What follows belongs to an exercise in optimizing a design on an open flow for small area, a short achievable clock period and few clock cycles; a production flow would make more cautious choices.
Only simulation tests tie the RTL to the original design; equivalence was not proved.

==> flow/design.v (outline; a module is shown in full before it is edited, if it fits) <==
// module konvolusyon_birimi: 12718 lines
// module ardisik_konvolusyon_birimi: 38 lines
module ardisik_konvolusyon_birimi (
    input saat,
    input reset,
    input basla,
    input [127:0] matris,
    input [71:0] filtre1,
    input [71:0] filtre2,
    output reg [127:0] sonuc,
    output reg hazir
);
  // ...
==> flow/flow/run.sh <==
#!/bin/bash
# Own layout flow:
#  1. the standard synthesis, unchanged;
#  2. flow/polarity.py: picks each full adder's polarity so the partial products
#     are NAND gates and the inverters between adders go away (same registers,
#     same function; only fa/and/nand/inv/buf/xor cells between registers change);
#  3. the standard ORFS layout from floorplan to finish, with a larger setup
#     margin for repair_timing so it works toward the period the design can
#     reach rather than stopping at the 32 ns clock.
set -euo pipefail
MARGIN=$(cat flow/setup_margin)
R=orfs/results/${FLOW_PLATFORM}/ardisik_konvolusyon_birimi/base
bash standard.sh synth > synth.log 2>&1
cp $R/1_2_yosys.v yosys_standard.v
python3 flow/polarity.py yosys_standard.v $R/1_2_yosys.v > polarity.log 2>&1
rm -f $R/1_synth.odb
bash standard.sh synth > synth_odb.log 2>&1
for step in floorplan place cts route finish; do
  bash standard.sh SETUP_SLACK_MARGIN=$MARGIN $step > $step.log 2>&1
done
==> flow/flow/setup_margin <==
24.5
==> flow/standard.sh <==
#!/bin/bash
# synth_recipe.tcl (not shown) runs the flow's synth.tcl, then flattens the netlist and writes it again
# the make line also repeats each setting of config.mk as NAME=value (left out here)
make -C /OpenROAD-flow-scripts/flow DESIGN_CONFIG=/design/flow/config.mk WORK_HOME=/design/flow/orfs CLKGATE_MAP_FILE= SYNTH_SCRIPT=/design/flow/synth_recipe.tcl "${@:-finish}"
==> flow/config.mk <==
export PLATFORM = sky130hd
export DESIGN_NAME = ardisik_konvolusyon_birimi
export DESIGN_NICKNAME = ardisik_konvolusyon_birimi
export VERILOG_FILES = /design/flow/design.v
export SDC_FILE = /design/flow/constraint.sdc
export NUM_CORES = 4
export LEC_CHECK = 0
export CAP_MARGIN = 20
export CORE_MARGIN = 2
export CORE_UTILIZATION = 40
export PLACE_DENSITY = 0.6
export SLEW_MARGIN = 20
==> flow/constraint.sdc <==
create_clock -name core_clock -period 32.0 [get_ports {saat}]
set_input_delay 6.4000 -clock core_clock [delete_from_list [all_inputs] [get_ports {saat}]]
set_output_delay 6.4000 -clock core_clock [all_outputs]
set_load 0.01 [all_outputs]
Not shown: flow/flow/polarity.py
==> impl.org, run 1 <==
** Placed design
- The wire-length estimate of the detail-placed layout is 237000 µm.
- Post-placement setup slack :: 23.99 ns
- Final estimated routing congestion in global placement :: 0.983
- In this run the tool buffered the top-level ports with 403 buffer cells.

** Hold path
- For hold timing, the worst endpoint is hazir$_SDFFE_PP0P_.
- Start point of the worst hold path :: hazir$_SDFFE_PP0P_

** Cells and area
- Multi-input combinational cells in the finished layout were counted as 7700.
- Non-clock buffers in the final layout number 688.
- The top cell types in the final layout, fill and taps aside, are sky130_fd_sc_hd__nand2_1 (3760), sky130_fd_sc_hd__fa_1 (2072), sky130_fd_sc_hd__xnor2_1 (1123), sky130_fd_sc_hd__xor2_1 (293), sky130_fd_sc_hd__clkdlybuf4s50_1 (274).
- Layout overhead on the synthesized area :: 14.4%
- Proportion of cell area occupied by multi-input gates :: 78.3%
- The design has 331 sequential cells.
- Clk_buf instances :: 61
- Summing all multi-input logic gate instances after layout gives 71600 µm².
- Biggest registers after layout :: goruntu: 128 flops, sonuc: 128 flops, filtre: 72 flops
- Across the whole layout, storage elements make up 8.88% of the cell area.

** Global routing
- Antenna violations before repair :: 25
- Global-route wire length before repair :: 557000 µm
- Global routing used 45.1% of the available met1 tracks.
- Total overflow reported by the global router :: 0
- Global routing's busiest layer :: met2

** Worst setup path
- The signal on the critical path passes through buf_2.
- STA classifies the critical path startpoint as a flip-flop.
- Endpoint kind of the worst setup timing path :: output pin
- Data on the critical path arrives at its endpoint at 1.41 ns.
- Startpoint of the worst register-to-register path :: filtre[67]$_DFF_P_
- CP max stage delay :: 0.47 ns
- Critical path required time :: 25.60 ns

** Status
- Outcome :: no timing/DRC/antenna violations

** Routing
- DR top layer :: met5
- Post-detailed-route wirelength per cell :: 33.8 µm
- Via count :: 72600
- DR WL met2 :: 161000 µm

** Floorplanning
- Core region area :: 199000 µm²
- Total die area :: 203000 µm²
- The die is 451 µm wide.

** STA
- Setup violations remaining at the end of the flow were counted as 0.
- The count of endpoints failing hold in the final timing report came to 0.

** Clock tree
- Total number of H-tree levels :: 2
Testbench counts, summed over its fixed seeds: cycles 776.
==> run 2: changes to the inputs <==
==> flow/flow/run.sh (replaced) <==
#!/bin/bash
# Own layout flow:
#  1. the standard synthesis, unchanged;
#  2. flow/polarity.py: picks each full adder's polarity so the partial products
#     are NAND gates and the inverters between adders go away (same registers,
#     same function; only fa/and/nand/inv/buf/xor cells between registers change);
#  3. the standard ORFS layout from floorplan to finish, with
#     - a larger setup margin for repair_timing, so it works toward the period
#       the design can reach rather than stopping at the 32 ns clock;
#     - every port still buffered, but with buf_1 as the starting buffer
#       (the resizer upsizes where timing needs it).
set -euo pipefail
MARGIN=$(cat flow/setup_margin)
R=orfs/results/${FLOW_PLATFORM}/ardisik_konvolusyon_birimi/base
bash standard.sh synth > synth.log 2>&1
cp $R/1_2_yosys.v yosys_standard.v
python3 flow/polarity.py yosys_standard.v $R/1_2_yosys.v > polarity.log 2>&1
rm -f $R/1_synth.odb
bash standard.sh synth > synth_odb.log 2>&1
for step in floorplan place cts route finish; do
  bash standard.sh SETUP_SLACK_MARGIN=$MARGIN \
    "BUFFER_PORTS_ARGS=-buffer_cell sky130_fd_sc_hd__buf_1" $step > $step.log 2>&1
done
==> flow/flow/setup_margin (replaced) <==
24.35
==> run 2 against run 1 <==
Global-route usage is 0.37 points lower. Non-clock buffer count down 21. Register-to-register slack worse by 0.03 ns. Cell count shrank 0.21%. Final area is 2.7% lower. Worst hold slack worse by 0.016 ns. Sequential cell count did not move. Synthesized cell count unchanged. Maximum frequency is 2.2% lower. Count of clock-buffer cells in the layout did not move. Setup slack worse by 0.18 ns.
==> impl.org, run 2 <==
** Hold path
- Hold Path Cell Cnt :: 2 (unchanged)
- Start point of the worst hold path :: hazir$_SDFFE_PP0P_ (unchanged)
- Hold EP :: hazir$_SDFFE_PP0P_ (unchanged)
- The path class of the lowest-slack min-delay path is flip-flop to flip-flop (unchanged).

** Routing
- Post-detailed-route wirelength per cell :: 33.5 µm (was 33.8 µm)
- The met1 wire length came to 125000 µm (about the same).
- The length of routed met2 wiring is 157000 µm (was 161000 µm).
- Post-DRT Antenna Nets :: 0 (unchanged)
- Starting DRC count in detailed routing :: 9972 (was 9959)
- Number of vias per cell after detailed routing :: 6.27 (was 6.25)
- Via count :: 72600 (about the same)
- The highest metal layer with signal wires is met5 (unchanged).
- The number of optimization iterations in the first detailed-route pass came to 9 (was 7).
- The wire length on met3 is 63500 µm (was 65700 µm).
- The post-detailed-routing wire length came to 388000 µm (was 392000 µm).
- The remaining routing DRC violations is 0 (unchanged).

** Clock tree
- CTS tree :: done (unchanged)
- The number of hold buffers added after CTS is 0 (unchanged).
- Clock insertion delay at the later pin of the skew report :: 0.75 ns (was 0.77 ns)
- Sink Count :: 331 (unchanged)
- Total number of H-tree levels :: 2 (unchanged)
- The clock slew seen by the registers of the worst setup and hold paths was 0.07 ns (was 0.06 ns).
- The buffer depth of the longest clock path came to 3 (unchanged).
- Inserted Clock Buffers :: 46 (was 45)
- CTS root buf :: sky130_fd_sc_hd__clkbuf_16 (unchanged)

** Cells and area
- The final cell count without fillers was 11600 (about the same).
- Leading cell types in the layout, fill and taps excluded :: sky130_fd_sc_hd__nand2_1 (3760), sky130_fd_sc_hd__fa_1 (2072), sky130_fd_sc_hd__xnor2_1 (1123), sky130_fd_sc_hd__buf_1 (338), sky130_fd_sc_hd__xor2_1 (293) (was sky130_fd_sc_hd__nand2_1 (3760), sky130_fd_sc_hd__fa_1 (2072), sky130_fd_sc_hd__xnor2_1 (1123), sky130_fd_sc_hd__xor2_1 (293), sky130_fd_sc_hd__clkdlybuf4s50_1 (274))
- Biggest registers after layout: goruntu: 128 flops, sonuc: 128 flops, filtre: 72 flops (unchanged).
- The fraction of final layout cells sized beyond drive strength 1 was 6.78% (was 7.79%).
- Layout overhead on the synthesized area :: 11.4% (was 14.4%)
- The number of nets in the final layout is 11300 (about the same).
- Commonest non-fill, non-tap cell in the layout :: sky130_fd_sc_hd__nand2_1 (unchanged)
- Share of the core filled with cells :: 44.7% (was 45.9%)

** Worst setup path
- CP max stage delay :: 0.63 ns (was 0.47 ns)
- The cell type group with the largest total delay on the critical path is flip-flops (unchanged).
- Register-to-Register Path Depth :: 18 (was 19)
- Critical R2R Capture :: goruntu[79]$_DFF_P_ (was goruntu[55]$_DFF_P_)
- The origin of the critical flop-to-flop path is filtre[1]$_DFF_P_ (was filtre[67]$_DFF_P_).
- Cell-by-cell listing of the critical path :: buf_1 (was buf_2)
- The required time reported for the critical path endpoint is 25.60 ns (about the same).
- The data arrival at the endpoint of the critical path is 1.58 ns (was 1.41 ns).
- The sort of element at the start of the critical path was a flip-flop (unchanged).
- Buffers plus inverters on the worst setup path :: 1 (unchanged)
- The master of the slowest instance on the critical path was sky130_fd_sc_hd__edfxtp_1 (unchanged).
- Flop-to-flop setup slack :: 24.41 ns (was 24.44 ns)
- Crit path max fanout :: 1 (unchanged)
- The element type at the critical path end is an output pin (unchanged).
- The critical setup path kind was flip-flop to output pin (unchanged).

** Yosys
- Yosys warning total :: 1 (unchanged)
- Post-synthesis instance area :: 79900 µm² (unchanged)
- Syn Nets :: 10500 (unchanged)
- Average size of a mapped cell :: 9.81 µm² (unchanged)
- The post-synthesis cell count is 8141 (unchanged).

** STA
- The setup TNS came to 0 ns (unchanged).
- Max frequency :: 125 MHz (was 128 MHz)
- Share of the clock period used by the worst path :: 25.0% (was 24.4%)
- Transition time of the tightest slew-check pin :: 1.23 ns (was 1.20 ns)
- The minimum setup slack in the final design is 24.02 ns (was 24.19 ns).
- The relative max-transition margin came to 18.2% (was 19.9%).
- Fin crit period :: 7.98 ns (was 7.81 ns)
- Number of setup violations in the final report :: 0 (unchanged)
- Hold violation count in the final report :: 0 (unchanged)
- Pins Over Slew Limit :: 0 (unchanged)
- Setup repair after global routing missed its margin: true (unchanged).
- The worst clock skew is 0.0581 ns (was 0.0778 ns).

** Placed design
- Half-perimeter wire length after detailed placement :: 236000 µm (was 237000 µm)
- The cell count after placement came to 11500 (unchanged).
- Post-placement setup slack :: 24.09 ns (was 23.99 ns)
- The number of buffers added on ports came to 403 (unchanged).
- The weighted congestion reported at the end of routability-driven placement is 0.993 (was 0.983).

** Status
- Outcome :: no timing/DRC/antenna violations (unchanged)

** Global routing
- The total routing usage reported by global routing was 38.1% (was 38.4%).
- The number of global-route vias before repair is 77400 (was 77600).
- Largest net degree at the start of global routing :: 97 (was 85)
- The leftover overflow at the end of global routing is 0 (unchanged).
- The wire length of the first global-routing pass is 553000 µm (was 557000 µm).
- Antenna violations before repair :: 24 (was 25)

** Floorplanning
- The area of the die is 203000 µm² (unchanged).
- The number of primary I/O pins is 404 (unchanged).
- Initial standard-cell utilization of the core :: 40.1% (unchanged)
- The horizontal extent of the die was 451 µm (unchanged).
- Number of rows in the core area :: 164 (unchanged)
- Height of the chip :: 451 µm (unchanged)
- The area of the placeable core came to 199000 µm² (unchanged).

** Flow run
- The count of maximum capacitance violations is 0 (unchanged).
run 2: worst max-delay path by stage:
stage | from | endpoint | slack, ns | depth (start not counted)
after CTS | sonuc[55]$_DFFE_PN_ | sonuc[55] | 24.04 | 1
after global placement | filtre[34]$_DFF_P_ | goruntu[79]$_DFF_P_ | 24.14 | 19
after global routing | sonuc[55]$_DFFE_PN_ | sonuc[55] | 24.06 | 1
after floorplan | filtre[40]$_DFF_P_ | goruntu[55]$_DFF_P_ | 24.40 | 17
final | sonuc[55]$_DFFE_PN_ | sonuc[55] | 24.02 | 1
after detailed placement | filtre[34]$_DFF_P_ | goruntu[79]$_DFF_P_ | 24.09 | 19
run 2: area by class of cell:
type | count | area [µm²]
fill | 19200 | 110000
multi-input combinational | 7700 | 71600
sequential | 331 | 8100
timing repair buffer | 667 | 3880
tap | 2656 | 3320
clock buffer | 61 | 1250
inverter | 110 | 413
clock inverter | 25 | 325
antenna | 38 | 95.1
run 2: worst register-to-register path, cell delays in order (launching register included):
cell                      delay (ns)
sky130_fd_sc_hd__dfxtp_2        0.96
sky130_fd_sc_hd__buf_4          0.61
sky130_fd_sc_hd__nand2_1        0.17
sky130_fd_sc_hd__fa_1           0.54
sky130_fd_sc_hd__fa_1           0.53
sky130_fd_sc_hd__fa_1           0.48
sky130_fd_sc_hd__fa_1           0.44
sky130_fd_sc_hd__fa_1           0.51
sky130_fd_sc_hd__fa_1           0.48
sky130_fd_sc_hd__fa_1           0.53
sky130_fd_sc_hd__fa_1           0.46
sky130_fd_sc_hd__xor2_1         0.17
sky130_fd_sc_hd__xnor2_1        0.20
sky130_fd_sc_hd__xnor2_1        0.16
sky130_fd_sc_hd__xnor2_1        0.17
sky130_fd_sc_hd__xnor2_1        0.12
sky130_fd_sc_hd__xnor2_1        0.22
sky130_fd_sc_hd__xnor3_1        0.44
sky130_fd_sc_hd__mux2_2         0.27
run 2: repair_timing:
action,in CTS,in global routing
endpoints found under the hold margin,0,0
pin swaps,0,0
gates resized for setup,20,90
setup endpoints to repair,59,85
cloned,0,1
setup buffers,2,5
run 2: stage by stage:
| step | hold WS [ns] | area, µm² |
|---|---|---|
| detailed placement | 0.481 | 86900 |
| global route | 0.554 | 88900 |
| finish | 0.491 | 89000 |
| global placement | 0.475 | 86900 |
| CTS | 0.494 | 88500 |
| floorplan | 0.486 | 79900 |
run 2: per-layer routing:
layer	track usage [%]	vias up
li1	-	26200
met1	45.0	36400
met2	54.1	7328
met3	16.2	2669
met4	30.3	24
met5	0	-
==> run 3: changes to the inputs <==
--- a/flow/flow/run.sh
+++ b/flow/flow/run.sh
@@ -7,6 +7,8 @@
 #  3. the standard ORFS layout from floorplan to finish, with
 #     - a larger setup margin for repair_timing, so it works toward the period
 #       the design can reach rather than stopping at the 32 ns clock;
+#     - after global placement, flow/pull_outputs.tcl moves each output
+#       flip-flop next to its port's buffer (detailed placement legalizes it);
 #     - every port still buffered, but with buf_1 as the starting buffer
 #       (the resizer upsizes where timing needs it).
 set -euo pipefail
@@ -17,7 +19,13 @@
 python3 flow/polarity.py yosys_standard.v $R/1_2_yosys.v > polarity.log 2>&1
 rm -f $R/1_synth.odb
 bash standard.sh synth > synth_odb.log 2>&1
-for step in floorplan place cts route finish; do
+run() {
   bash standard.sh SETUP_SLACK_MARGIN=$MARGIN \
-    "BUFFER_PORTS_ARGS=-buffer_cell sky130_fd_sc_hd__buf_1" $step > $step.log 2>&1
+    "BUFFER_PORTS_ARGS=-buffer_cell sky130_fd_sc_hd__buf_1" "$@"
+}
+run floorplan > floorplan.log 2>&1
+run $PWD/$R/3_3_place_gp.odb > place_gp.log 2>&1
+ODB=$PWD/$R/3_3_place_gp.odb openroad -no_init -exit flow/pull_outputs.tcl > pull_outputs.log 2>&1
+for step in place cts route finish; do
+  run $step > $step.log 2>&1
 done
==> flow/flow/pull_outputs.tcl (new file) <==
# Move each flip-flop that drives only an output port's buffer next to that
# buffer (at the port), so the flip-flop's output wire is short. Detailed
# placement legalizes the moved cells afterwards.
read_db $::env(ODB)
set block [ord::get_db_block]
set moved 0
foreach bterm [$block getBTerms] {
  if {[$bterm getIoType] ne "OUTPUT"} { continue }
  set net [$bterm getNet]
  set buf ""
  foreach it [$net getITerms] {
    if {[$it isOutputSignal]} { set buf [$it getInst] }
  }
  if {$buf eq ""} { continue }
  set a [$buf findITerm A]
  if {$a eq "NULL" || $a eq ""} { continue }
  set bnet [$a getNet]
  set ff ""
  set nload 0
  foreach it [$bnet getITerms] {
    if {[$it isOutputSignal]} { set ff [$it getInst] } else { incr nload }
  }
  if {$ff eq "" || $nload != 1} { continue }
  set m [[$ff getMaster] getName]
  if {![string match "*dfxtp*" $m] && ![string match "*edfxtp*" $m]} { continue }
  set bb [$buf getBBox]
  set fb [$ff getBBox]
  set bx [expr {([$bb xMin] + [$bb xMax]) / 2}]
  set by [expr {([$bb yMin] + [$bb yMax]) / 2}]
  set fx [expr {([$fb xMin] + [$fb xMax]) / 2}]
  set fy [expr {([$fb yMin] + [$fb yMax]) / 2}]
  # put the flip-flop a short way from the buffer, toward where it was
  set dx [expr {$fx - $bx}]
  set dy [expr {$fy - $by}]
  set d [expr {sqrt(double($dx) * $dx + double($dy) * $dy)}]
  set step 8000
  if {$d > $step} {
    set nx [expr {int($bx + $dx * $step / $d) - ([$fb xMax] - [$fb xMin]) / 2}]
    set ny [expr {int($by + $dy * $step / $d) - ([$fb yMax] - [$fb yMin]) / 2}]
    $ff setLocation $nx $ny
    incr moved
  }
}
puts "moved $moved flip-flops next to their output buffers"
write_db $::env(ODB)
==> run 3 against run 2 <==
Still clean. Maximum frequency increased by 3.9%. Worst hold slack gained 0.0099 ns. Count of clock-buffer cells in the layout decreased by 3. Critical endpoint is now sonuc[29]. Largest cell class unchanged.
==> impl.org, run 3 <==
** Floorplanning
- The area of the placeable core is 199000 µm² (unchanged).
- Horiz. Die Dim :: 451 µm (unchanged)
- The area of the die is 203000 µm² (unchanged).
- The count of standard-cell rows is 164 (unchanged).
- I/O pin count :: 404 (unchanged)
- The die height came to 451 µm (unchanged).
- Initial standard-cell utilization of the core :: 40.1% (unchanged)

** Worst setup path
- Buffers plus inverters on the worst setup path :: 1 (unchanged)
- The origin of the critical flop-to-flop path was goruntu[51]$_DFF_P_ (was filtre[1]$_DFF_P_).
- The master of the slowest instance on the critical path was sky130_fd_sc_hd__edfxtp_1 (unchanged).
- Critical Setup Path Class :: flip-flop to output pin (unchanged)
- Startpoint type of the worst setup path :: flip-flop (unchanged)
- The critical register-to-register path endpoint is sonuc[55]$_DFFE_PN_ (was goruntu[79]$_DFF_P_).
- The element type at the critical path end is an output pin (unchanged).
- Register-to-Register Path Depth :: 18 (unchanged)
- Critical path required time :: 25.60 ns (about the same)
- Critical path arrival :: 1.28 ns (was 1.58 ns)
- Flop-to-flop setup slack :: 24.33 ns (was 24.41 ns)
- Cell-by-cell listing of the critical path :: buf_2 (was buf_1)
- Cell class contributing the biggest share of worst-path delay :: flip-flops (unchanged)
- Crit path max fanout :: 1 (unchanged)
- The largest stage delay on the critical path came to 0.37 ns (was 0.63 ns).

** Global routing
- Global-route wire length before repair :: 556000 µm (was 553000 µm)
- Global-route usage over all layers :: 38.4% (was 38.1%)
- The maximum number of pins on one net before global-route repair came to 83 (was 97).
- The number of global-route vias before repair came to 76900 (was 77400).
- The initial antenna violation count is 27 (was 24).
- Total overflow reported by the global router :: 0 (unchanged)

** STA
- Setup repair after global routing missed its margin: true (unchanged).
- Minimum setup slack in the final design :: 24.32 ns (was 24.02 ns)
- The relative max-transition margin is 18.8% (was 18.2%).
- Pins Over Slew Limit :: 0 (unchanged)
- The final clock period utilization by the worst path came to 24.0% (was 25.0%).
- Hold violation count in the final report :: 0 (unchanged)
- The setup TNS came to 0 ns (unchanged).
- The final number of setup-violating endpoints was 0 (unchanged).
- Max frequency :: 130 MHz (was 125 MHz)
- The measured slew at the worst slew-check pin was 1.22 ns (was 1.23 ns).
- The worst clock skew is 0.131 ns (was 0.0581 ns).
- The minimum clock period was 7.68 ns (was 7.98 ns).

** Routing
- The remaining routing DRC violations is 0 (unchanged).
- Number of vias per cell after detailed routing :: 6.23 (was 6.27)
- Post-detailed-route wirelength per cell :: 33.9 µm (was 33.5 µm)
- Total length of routed wires :: 392000 µm (was 388000 µm)
- Via count :: 72100 (was 72600)
- Starting DRC count in detailed routing :: 9860 (was 9972)
- Count of TritonRoute iterations in the first routing pass :: 9 (unchanged)
- The number of nets with antenna violations after detailed routing is 0 (unchanged).

** Yosys
- The average cell area after synthesis was 9.81 µm² (unchanged).
- The post-synthesis cell count is 8141 (unchanged).
- Yosys warning total :: 1 (unchanged)
- The synthesized area was 79900 µm² (unchanged).
- Syn Nets :: 10500 (unchanged)

** Cells and area
- Area of combinational cells with multiple inputs :: 71600 µm² (about the same)
- Filler cell count :: 19100 (was 19200)
- # nets final :: 11300 (about the same)
- Fraction of layout cells with a size suffix above 1 :: 6.87% (was 6.78%)
- Biggest registers after layout :: goruntu: 128 flops, sonuc: 128 flops, filtre: 72 flops (unchanged)
- Commonest non-fill, non-tap cell in the layout :: sky130_fd_sc_hd__nand2_1 (unchanged)
- The register area is 8110 µm² (was 8100 µm²).
- Leading cell types in the layout, fill and taps excluded: sky130_fd_sc_hd__nand2_1 (3760), sky130_fd_sc_hd__fa_1 (2072), sky130_fd_sc_hd__xnor2_1 (1123), sky130_fd_sc_hd__buf_1 (340), sky130_fd_sc_hd__xor2_1 (293) (was sky130_fd_sc_hd__nand2_1 (3760), sky130_fd_sc_hd__fa_1 (2072), sky130_fd_sc_hd__xnor2_1 (1123), sky130_fd_sc_hd__buf_1 (338), sky130_fd_sc_hd__xor2_1 (293)).
- Layout overhead on the synthesized area :: 11.5% (was 11.4%)

** Placed design
- The detailed placement HPWL was 242000 µm (was 236000 µm).
- Number of input and output port buffers inserted :: 403 (unchanged)
- Final estimated routing congestion in global placement :: 0.991 (was 0.993)
- Post-placement setup slack :: 23.84 ns (was 24.09 ns)

** Clock tree
- The total number of clock tree sinks was 331 (unchanged).
- Total number of H-tree levels :: 2 (unchanged)
- The clock tree from TritonCTS is done (unchanged).
- Inserted Clock Buffers :: 45 (was 46)
- The clock tree root buffer cell was sky130_fd_sc_hd__clkbuf_16 (unchanged).
- The buffer depth of the longest clock path came to 3 (unchanged).
- The clock network latency to the later pin of the worst-skew pair was 0.78 ns (was 0.75 ns).
- The clock slew seen by the registers of the worst setup and hold paths is 0.06 ns (was 0.07 ns).

** Status
- Outcome :: no timing/DRC/antenna violations (unchanged)

** Hold path
- The worst hold path depth is 2 (unchanged).
- The start point of the worst min-delay path is hazir$_SDFFE_PP0P_ (unchanged).
- The hold path endpoint is hazir$_SDFFE_PP0P_ (unchanged).
- HP Class :: flip-flop to flip-flop (unchanged)

** Flow run
- Count of max-cap constraint violations :: 0 (unchanged)
[run 3: cell types whose count changed in the layout (fill, tap and decap cells not counted), sizes merged]
| cell | change |
|---|---|
| diode | -16 |
| clkinv | +5 |
| buf | +3 |
| bufinv | -3 |
| clkbuf | -1 |
| clkinvlp | -1 |
[run 3: cell type report]
class                           count  share of cell area (%)
Clock buffer                       58                    1.43
Clock inverter                     26                   0.310
Tap cell                         2656                    3.73
Timing Repair Buffer              672                    4.51
Antenna cell                       22                  0.0618
Sequential cell                   331                    9.11
Inverter                          110                   0.464
Multi-Input combinational cell   7700                    80.4
[run 3: timing repair]
item | 4_1_cts | 5_1_grt
setup endpoints to repair | 72 | 85
pin swaps | 0 | 0
setup buffers | 3 | 5
gates cloned | 0 | 0
hold buffers | 0 | 0
resized for setup | 33 | 114
[run 3: worst max-delay path by stage]
stage               slack, ns                 from  depth (start not counted)             endpoint
floorplan               24.40   filtre[40]$_DFF_P_                         17  goruntu[55]$_DFF_P_
global placement        24.05   filtre[56]$_DFF_P_                         17  goruntu[47]$_DFF_P_
detailed placement      23.84   filtre[56]$_DFF_P_                         17  goruntu[47]$_DFF_P_
CTS                     24.29  sonuc[29]$_DFFE_PN_                          1            sonuc[29]
global route            24.28  sonuc[25]$_DFFE_PN_                          1            sonuc[25]
finish                  24.32  sonuc[29]$_DFFE_PN_                          1            sonuc[29]
[run 3: through the flow]
step / instance area (µm²) / util, % / std cells / hold slack (ns)
global placement: 86900 / 43.7 / 11500 / 0.474
detailed placement: 86900 / 43.7 / 11500 / 0.498
global route: 89000 / 44.7 / 11600 / 0.545
CTS: 88600 / 44.5 / 11500 / 0.511
floorplan: 79900 / - / 8141 / 0.486
finish: 89100 / 44.7 / 11600 / 0.501
[run 3: routing by layer]
| metal | vias to the layer above | share of wire [%] | GRT usage, % |
|---|---|---|---|
| li1 | 26200 | - | - |
| met2 | 7360 | 41 | 55.4 |
| met1 | 35900 | 32 | 45.1 |
| met3 | 2657 | 17 | 16.5 |
| met5 | - | 0.082 | 0.166 |
| met4 | 32 | 11 | 29.1 |
==> run 4: changes to the inputs <==
--- a/flow/config.mk
+++ b/flow/config.mk
@@ -7,6 +7,6 @@
 export LEC_CHECK = 0
 export CAP_MARGIN = 20
 export CORE_MARGIN = 2
-export CORE_UTILIZATION = 40
-export PLACE_DENSITY = 0.6
+export CORE_UTILIZATION = 52
+export PLACE_DENSITY = 0.65
 export SLEW_MARGIN = 20
==> run 4 against run 3 <==
Still clean on timing, DRC and antenna. Worst hold slack worse by 0.0013 ns. Setup slack improved by 0.074 ns. Sequential share of layout area is 0.12 points higher. Sequential cell count is the same. Cell count fell by 5.6%. Final area shrank 1.1%. Count of clock-buffer cells in the layout is 9 lower. Area after synthesis is the same. Maximum frequency increased by 0.98%. Die area is 23% lower. Largest cell class unchanged.
==> impl.org, run 4 <==
** Status
- Outcome: no timing/DRC/antenna violations (unchanged).

** Global routing
- The wire length of the first global-routing pass is 522000 µm (was 556000 µm).
- Vias in the first global route :: 75800 (was 76900)
- The leftover overflow at the end of global routing was 0 (unchanged).
- The maximum number of pins on one net before global-route repair came to 81 (was 83).
- Global-route usage over all layers :: 46.8% (was 38.4%)
- The initial antenna violation count came to 13 (was 27).

** Hold path
- HP Class :: flip-flop to flip-flop (unchanged)
- The worst hold path depth is 2 (unchanged).

** Cells and area
- Commonest non-fill, non-tap cell in the layout :: sky130_fd_sc_hd__nand2_1 (unchanged)
- The number of nets in the final layout was 11200 (was 11300).
- Leading cell types in the layout, fill and taps excluded :: sky130_fd_sc_hd__nand2_1 (3760), sky130_fd_sc_hd__fa_1 (2072), sky130_fd_sc_hd__xnor2_1 (1123), sky130_fd_sc_hd__buf_1 (403), sky130_fd_sc_hd__xor2_1 (293) (was sky130_fd_sc_hd__nand2_1 (3760), sky130_fd_sc_hd__fa_1 (2072), sky130_fd_sc_hd__xnor2_1 (1123), sky130_fd_sc_hd__buf_1 (340), sky130_fd_sc_hd__xor2_1 (293))
- Filler cell count :: 13400 (was 19100)
- Finished layout cell area :: 88100 µm² (was 89100 µm²)
- Final Non-Filler Cells :: 10900 (was 11600)
- The fraction of final layout cells sized beyond drive strength 1 is 5.83% (was 6.87%).
- Biggest registers after layout :: goruntu: 128 flops, sonuc: 128 flops, filtre: 72 flops (unchanged)
- Layout overhead on the synthesized area :: 10.3% (was 11.5%)

** STA
- The worst clock skew is 0.0557 ns (was 0.131 ns).
- Setup total negative slack :: 0 ns (unchanged)
- The achievable frequency came to 131 MHz (was 130 MHz).
- The final number of setup-violating endpoints was 0 (unchanged).
- The minimum clock period came to 7.61 ns (was 7.68 ns).
- Minimum setup slack in the final design :: 24.39 ns (was 24.32 ns)
- Setup repair after global routing missed its margin: true (unchanged).
- Hold violation count in the final report :: 0 (unchanged)
- Pins Over Slew Limit :: 0 (unchanged)
- The final clock period utilization by the worst path was 23.8% (was 24.0%).
- The measured slew at the worst slew-check pin came to 1.25 ns (was 1.22 ns).
- The relative max-transition margin was 16.4% (was 18.8%).

** Placed design
- Half-perimeter wire length after detailed placement :: 226000 µm (was 242000 µm)
- The weighted congestion reported at the end of routability-driven placement came to 1.02 (was 0.991).
- The post-placement worst setup slack came to 24.05 ns (was 23.84 ns).
- Placed cell areas :: 86000 µm² (was 86900 µm²)
- Number of input and output port buffers inserted :: 403 (unchanged)
- The cell count after placement is 10800 (was 11500).

** Floorplanning
- The area of the placeable core came to 152000 µm² (was 199000 µm²).
- The area of the die came to 157000 µm² (was 203000 µm²).
- The die height came to 396 µm (was 451 µm).
- Horiz. Die Dim :: 396 µm (was 451 µm)
- The number of primary I/O pins came to 404 (unchanged).
- Number of rows in the core area :: 143 (was 164)
- Initial standard-cell utilization of the core :: 52.5% (was 40.1%)

** Clock tree
- Sink Count :: 331 (unchanged)
- Clock insertion delay at the later pin of the skew report :: 0.69 ns (was 0.78 ns)
- The maximum level of the CTS H-tree is 2 (unchanged).
- The total CTS buffers was 41 (was 45).
- CTS root buf :: sky130_fd_sc_hd__clkbuf_16 (unchanged)
- The clock tree from TritonCTS is done (unchanged).
- Clock-pin slew reported for the worst setup and hold paths after clock tree synthesis :: 0.08 ns (was 0.06 ns)
- Worst-case clock buffer depth :: 3 (unchanged)

** Yosys
- The post-synthesis net count came to 10500 (unchanged).
- Yosys warning total :: 1 (unchanged)
- Post-synthesis instance area :: 79900 µm² (unchanged)
- Average size of a mapped cell :: 9.81 µm² (unchanged)
- Cell count after synthesis :: 8141 (unchanged)

** Worst setup path
- The worst reg2reg path depth came to 19 (was 18).
- The element type at the critical path end was a flip-flop (was output pin).
- CP max stage cell :: sky130_fd_sc_hd__dfxtp_4 (was sky130_fd_sc_hd__edfxtp_1)
- The critical setup path kind is flip-flop to flip-flop (was flip-flop to output pin).
- Startpoint type of the worst setup path :: flip-flop (unchanged)
- The cell that appears most often on the critical path is sky130_fd_sc_hd__fa_1.
- Critical path arrival :: 8.19 ns (was 1.28 ns)
- The largest fanout of any net on the critical path is 31 (was 1).
- Cell-by-cell listing of the critical path :: buf_6 -> buf_8 -> nand2_1 -> fa_1 -> fa_1 -> fa_1 -> fa_1 -> fa_1 -> fa_1 -> fa_1 -> fa_1 -> xor2_1 -> xnor2_1 -> xnor2_1 -> xnor2_1 -> xnor2_1 -> xnor3_1 -> xnor3_1 -> mux2_2 (was buf_2)
- The required time reported for the critical path endpoint came to 32.59 ns (was 25.60 ns).
- The largest stage delay on the critical path came to 0.60 ns (was 0.37 ns).

** Routing
- Total length of routed wires :: 367000 µm (was 392000 µm)
- Count of TritonRoute iterations in the first routing pass :: 8 (was 9)
- The average wire per standard cell is 33.6 µm (was 33.9 µm).
- DRC violations left :: 0 (unchanged)
- Number of vias per cell after detailed routing :: 6.57 (was 6.23)
- Post-DRT Antenna Nets :: 0 (unchanged)
- Via count :: 71800 (was 72100)
- Starting DRC count in detailed routing :: 10000 (was 9860)

** Flow run
- The count of maximum capacitance violations came to 0 (unchanged).
run 4: worst max-delay path, delay by kind of cell, from the launching register on:
family,cells,cell delay [ns]
muxes,1,0.32
adders and majority gates,8,3.95
buffers and inverters,2,0.83
DFF,1,0.60
and+or+nand+nor,1,0.13
xor gates and xnor gates,7,1.60
run 4: worst paths after layout:
path,from,end,slack [ns]
min reg2reg,hazir$_SDFFE_PP0P_,hazir$_SDFFE_PP0P_,0.50
max,filtre[26]$_DFF_P_,goruntu[55]$_DFF_P_,24.39
max reg2reg,filtre[26]$_DFF_P_,goruntu[55]$_DFF_P_,24.39
min,hazir$_SDFFE_PP0P_,hazir$_SDFFE_PP0P_,0.50
run 4: through the flow:
stage | utilization [%] | hold slack (ns)
final | 57.8 | 0.500
after floorplan | - | 0.486
after global routing | 57.8 | 0.551
after detailed placement | 56.5 | 0.487
after global placement | 56.5 | 0.473
after CTS | 57.4 | 0.504
run 4: timing repair:
action                                  4_1_cts  5_1_grt
hold buffers                                  0        0
endpoints found under the setup margin        5       10
gates resized for setup                      15       95
setup buffers                                 1       15
run 4: cell type report:
| type | instances | area [µm²] | area share [%] |
|---|---|---|---|
| Antenna cell | 26 | 65.1 | 0.0739 |
| Clock inverter | 27 | 309 | 0.351 |
| Tap cell | 2030 | 2540 | 2.88 |
| Timing Repair Buffer | 655 | 3970 | 4.51 |
| Inverter | 110 | 413 | 0.469 |
| Sequential cell | 331 | 8130 | 9.23 |
| Multi-Input combinational cell | 7700 | 71600 | 81.3 |
| Clock buffer | 49 | 1070 | 1.21 |
run 4: layer usage:
layer	vias up	part of all wire [%]	GRT usage (%)
met1	35500	31	55.2
met3	2652	18	21.8
met5	-	0.056	1.23
met4	14	11	35.2
met2	7483	40	66.2
li1	26200	-	-

[re-timing with driven ports]
Ports are ideal in the flow. The routed layouts listed here were re-timed in OpenROAD.
Step 1 sets driving cells, clkbuf_16 on the clock port and buf_2 on the other inputs (assumed; they add their load-dependent delay and slew).
Step 2, shift: input delay + t, output delay - t, t = (earliest + latest rising clock arrival at the registers) / 2. This alone moves slack from input paths to output paths.
a / b / c = ideal ports / drivers / drivers and shift; a / b = the first two.
| run | shift t [ns] | setup slack, ns | worst setup path after step 2 |
|---|---|---|---|
| run 1 | 0.815 | 24.193 / 24.109 / 24.073 | input to register |
| run 2 | 0.832 | 24.015 / 23.908 / 24.406 | register to register |
| run 3 | 0.821 | 24.317 / 24.213 / 24.335 | register to register |
| run 4 | 0.754 | 24.391 / 24.307 / 24.391 | register to register |
After both steps every run listed still meets setup and hold. For run 1, which loses most, drivers alone change the setup slack by -0.084 ns; drivers and shift together by -0.120 ns.
